This design comes from an exercise in tuning for small area on the open sky130 flow, not from production work. At most, simulation tests tie the RTL to the original design; equivalence was not proved. Power is estimated from default activity; no workload was simulated.

==> flow/design.v (excerpt) <==
module SYS_TOP
(
	input   wire   RX_IN    ,
	input   wire   CLK      ,
	input   wire   RST      ,
	output  reg    TX_OUT   ,
	output  reg    PAR_ERR  ,
	output  reg    STP_ERR
);
Size in the first run: roughly 680 cells after synthesis, ~170 flip-flops, ~6 I/O pins, about 6200 sq um of cells after synthesis.
export LEC_CHECK = 0
export CAP_MARGIN = 20
export CORE_MARGIN = 2
export CORE_UTILIZATION = 40
export PLACE_DENSITY = 0.6
export SLEW_MARGIN = 20
create_clock -name core_clock -period 36.0 [get_ports {CLK}]
standard.sh (not shown) runs the stock make flow with config.mk's settings and CLKGATE_MAP_FILE= SYNTH_SCRIPT=/design/flow/synth_recipe.tcl, a recipe that flattens the netlist after the stock synthesis.
==> flow/flow/run.sh <==
#!/bin/bash
# Own layout flow: the standard flow (standard.sh) with two changes:
#  * synthesis maps the combinational logic with an area-oriented ABC script
#    (flow/area.abc) and without the full/half-adder extraction; registers
#    are mapped exactly as in the standard synthesis (dfflibmap runs before abc);
#  * CTS builds the clock tree from clkbuf_8 cells without dummy loads.
# make's output goes to standard.log; ORFS keeps each step's log under orfs/logs.
set -euo pipefail
W=$PWD
sed "s#__ABC__#$W/flow/area.abc#" flow/abc_override.tcl > my_synth.tcl
cat synth_recipe.tcl >> my_synth.tcl
bash standard.sh SYNTH_SCRIPT=$W/my_synth.tcl ADDER_MAP_FILE= \
  "CTS_ARGS=-sink_clustering_enable -repair_clock_nets -dont_use_dummy_load -buf_list sky130_fd_sc_hd__clkbuf_8 -sink_clustering_size 30 -sink_clustering_max_diameter 300" \
  finish > standard.log 2>&1
==> flow/flow/abc_override.tcl <==
# Prepended to synth_recipe.tcl by run.sh: ORFS's synthesis calls abc once for
# the combinational logic; this runs it with the area script flow/area.abc.
proc abc {args} {
  set i [lsearch -exact $args -script]
  if {$i >= 0} { lset args [expr {$i + 1}] __ABC__ }
  puts "area abc: $args"
  yosys abc {*}$args
}
==> flow/flow/area.abc <==
strash
dch
map -a
strash
dch
map -a
strash
dch
map -a
strash
dch
map -a
topo
The first run went through all stages and came out clean.
Then changed:
--- a/flow/design.v
+++ b/flow/design.v
@@ -3,55 +3,53 @@
 	input   wire   RX_IN    ,
 	input   wire   CLK      ,
 	input   wire   RST      ,
 	output  reg    TX_OUT   ,
 	output  reg    PAR_ERR  ,
 	output  reg    STP_ERR
 );
-localparam IDLE = 3'd0, WA = 3'd1, WD = 3'd2, RA = 3'd3, CA = 3'd4, CB = 3'd5, CF = 3'd6;
+localparam IDLE = 3'd0, WA = 3'd1, WD = 3'd2, RA = 3'd3, CA = 3'd4, CB = 3'd5, CF = 3'd6, INIT = 3'd7;
 reg  [2:0]  ph;               
-reg         init;             
 reg  [2:0]  cs;               
 reg         pend, go;         
 reg         rsp;              
 reg         fr;               
 reg         rxa;              
 reg  [3:0]  lo, hi;
 reg         u;                
 reg         rp;               
-reg         prev;             
 reg  [7:0]  sr;               
 reg  [7:0]  S;                
 reg  [7:0]  r0, r1, r3;
 reg         r2p, r2t, r2h;    
 reg  [95:0] ring;             
 wire [2:0] e = lo[2:0];
 wire [3:0] b = hi;
 wire [3:0] tm = lo;
 wire [3:0] sc = hi;
 wire eq = u;
 wire tx = rsp & ~pend & ~go;          
-wire rxst = ~rxa & prev & ~RX_IN;    
+wire init = (cs == INIT);
+wire rxst = ~rxa & ~RX_IN;           
 wire dbit   = (b != 4'd0) & ~(b[3] & (b[2:0] != 3'd0));    
 wire pbit   = (b == 4'd9) & r2p;
 wire sbit   = dbit | pbit;
 wire stopb  = r2p ? (b == 4'd10) : (b == 4'd9);
 wire rxend  = rxa & stopb & (e == 3'd1);
 wire par_ok = ~r2p | ~(rp ^ r2t);
 wire vld    = rxend & par_ok & RX_IN;
 always @(posedge CLK or negedge RST) begin
 	if (!RST)
 		rxa <= 1'b0;
 	else if (!rxa)
 		rxa <= rxst;
-	else if (rxend)
-		rxa <= 1'b0;
-end
-always @(posedge CLK) begin
-	prev <= RX_IN;
+	else if (stopb && ((e == 3'd1 && RX_IN) || e == 3'd7))
+		rxa <= 1'b0;                  
+end
+always @(posedge CLK) begin
 	if (rxa && sbit && e == 3'd2)
 		u <= RX_IN;
 	else if (rxa && sbit && e == 3'd3)
 		u <= u ^ RX_IN;
 	else if (vld)
 		u <= 1'b1;                    
 	else if (pre_cmp && (a0 != b0))
@@ -81,15 +79,16 @@
 wire f_shr = (F == 4'd13);
 wire f_shl = (F == 4'd14);
 wire f_cmp = (F == 4'd10) | (F == 4'd11) | (F == 4'd12);
 wire pre_rd  = pre & isrd;
 wire pre_div = pre & isal & f_div;
 wire pre_cmp = pre & isal & f_cmp;
 wire [3:0] N    = r3[3:0];
-wire       bnd  = (N[3:1] == 3'd0) | (tm == N - 4'd1);
+wire [3:0] lo1  = lo + 4'd1;
+wire       bnd  = (N[3:1] == 3'd0) | (lo1 == N);
 wire       txs  = tx & bnd & ~sc[3];           
 wire       g    = ~fr;
 wire [3:0] last = r2p ? 4'd10 : 4'd9;
 wire a0 = r0[0];
 wire b0 = r1[0];
 wire ar = isal & (f_add | f_sub | f_shl | f_cmp);
 wire x0 = g ? ((f_shl ? a0 : b0) ^ (f_sub | f_cmp)) : f_sub;
@@ -140,24 +139,23 @@
 			default: ob = 1'b0;
 		endcase
 	end
 end
 always @(posedge CLK or negedge RST) begin
 	if (!RST) begin
 		ph   <= 3'd0;
-		init <= 1'b1;
-		cs   <= IDLE;
+		cs   <= INIT;
 		pend <= 1'b0;
 		go   <= 1'b0;
 		rsp  <= 1'b0;
 	end
 	else begin
 		ph <= ph + 3'd1;
-		if (ph == 3'd7)
-			init <= 1'b0;
+		if (init && ph == 3'd7)
+			cs <= IDLE;
 		if (vld) begin
 			case (cs)
 				IDLE: begin
 					if (sr == 8'hAA)      cs <= WA;
 					else if (sr == 8'hBB) cs <= RA;
 					else if (sr == 8'hCC) cs <= CA;
 					else if (sr == 8'hDD) cs <= CF;
@@ -201,15 +199,15 @@
 		TX_OUT <= 1'b0;
 		hi <= 4'd0;
 		lo <= 4'd0;
 		rp <= 1'b0;
 	end
 	else if (tx) begin
 		if (!bnd)
-			lo <= lo + 4'd1;
+			lo <= lo1;
 		else begin
 			lo <= 4'd0;
 			if (!sc[3]) begin
 				TX_OUT <= ob;
 				rp <= rp ^ ob;
 				hi <= hi + 4'd1;
 			end
The new run passed the timing, design-rule and antenna checks. Sequential cell count decreases by 2. Design area decreases slightly. Utilization decreases by 0.21 points. Sequential power increases by about a fifth. Power increases by well over a third. First-iteration DRC count decreases by a few percent. Hold slack loses 0.018 ns. Synthesized cell count barely changes. Via count decreases slightly.
No functional check of the RTL was part of the first run of this note.

[re-timing with driven ports]
How much do the figures lean on ideal ports? The routed layouts below were timed once more, with nothing changed but the port constraints. Step 1 assumes that a clkbuf_16 drives the clock port and a buf_2 every other input. Step 2 times the ports against the registers' clock, not the clock port: input delays grow and output delays shrink by t, the midpoint of the rising clock arrivals with the driver on. a / b / c = ideal / step 1 / step 2; a / b = the first two.
| run | t, ns | setup slack, ns | worst setup path at the end | worst data-port slew with drivers (ns) |
|---|---|---|---|---|
| the first run | 0.464 | 26.744 / 26.758 / 26.294 | input to register | 0.03 |
| the second run | 0.461 | 26.470 / 26.484 / 26.023 | input to register | 0.03 |
After both steps setup and hold are still met in every run listed. For the first run, which loses most, drivers alone change the setup slack by +0.014 ns; drivers and shift together by -0.450 ns.
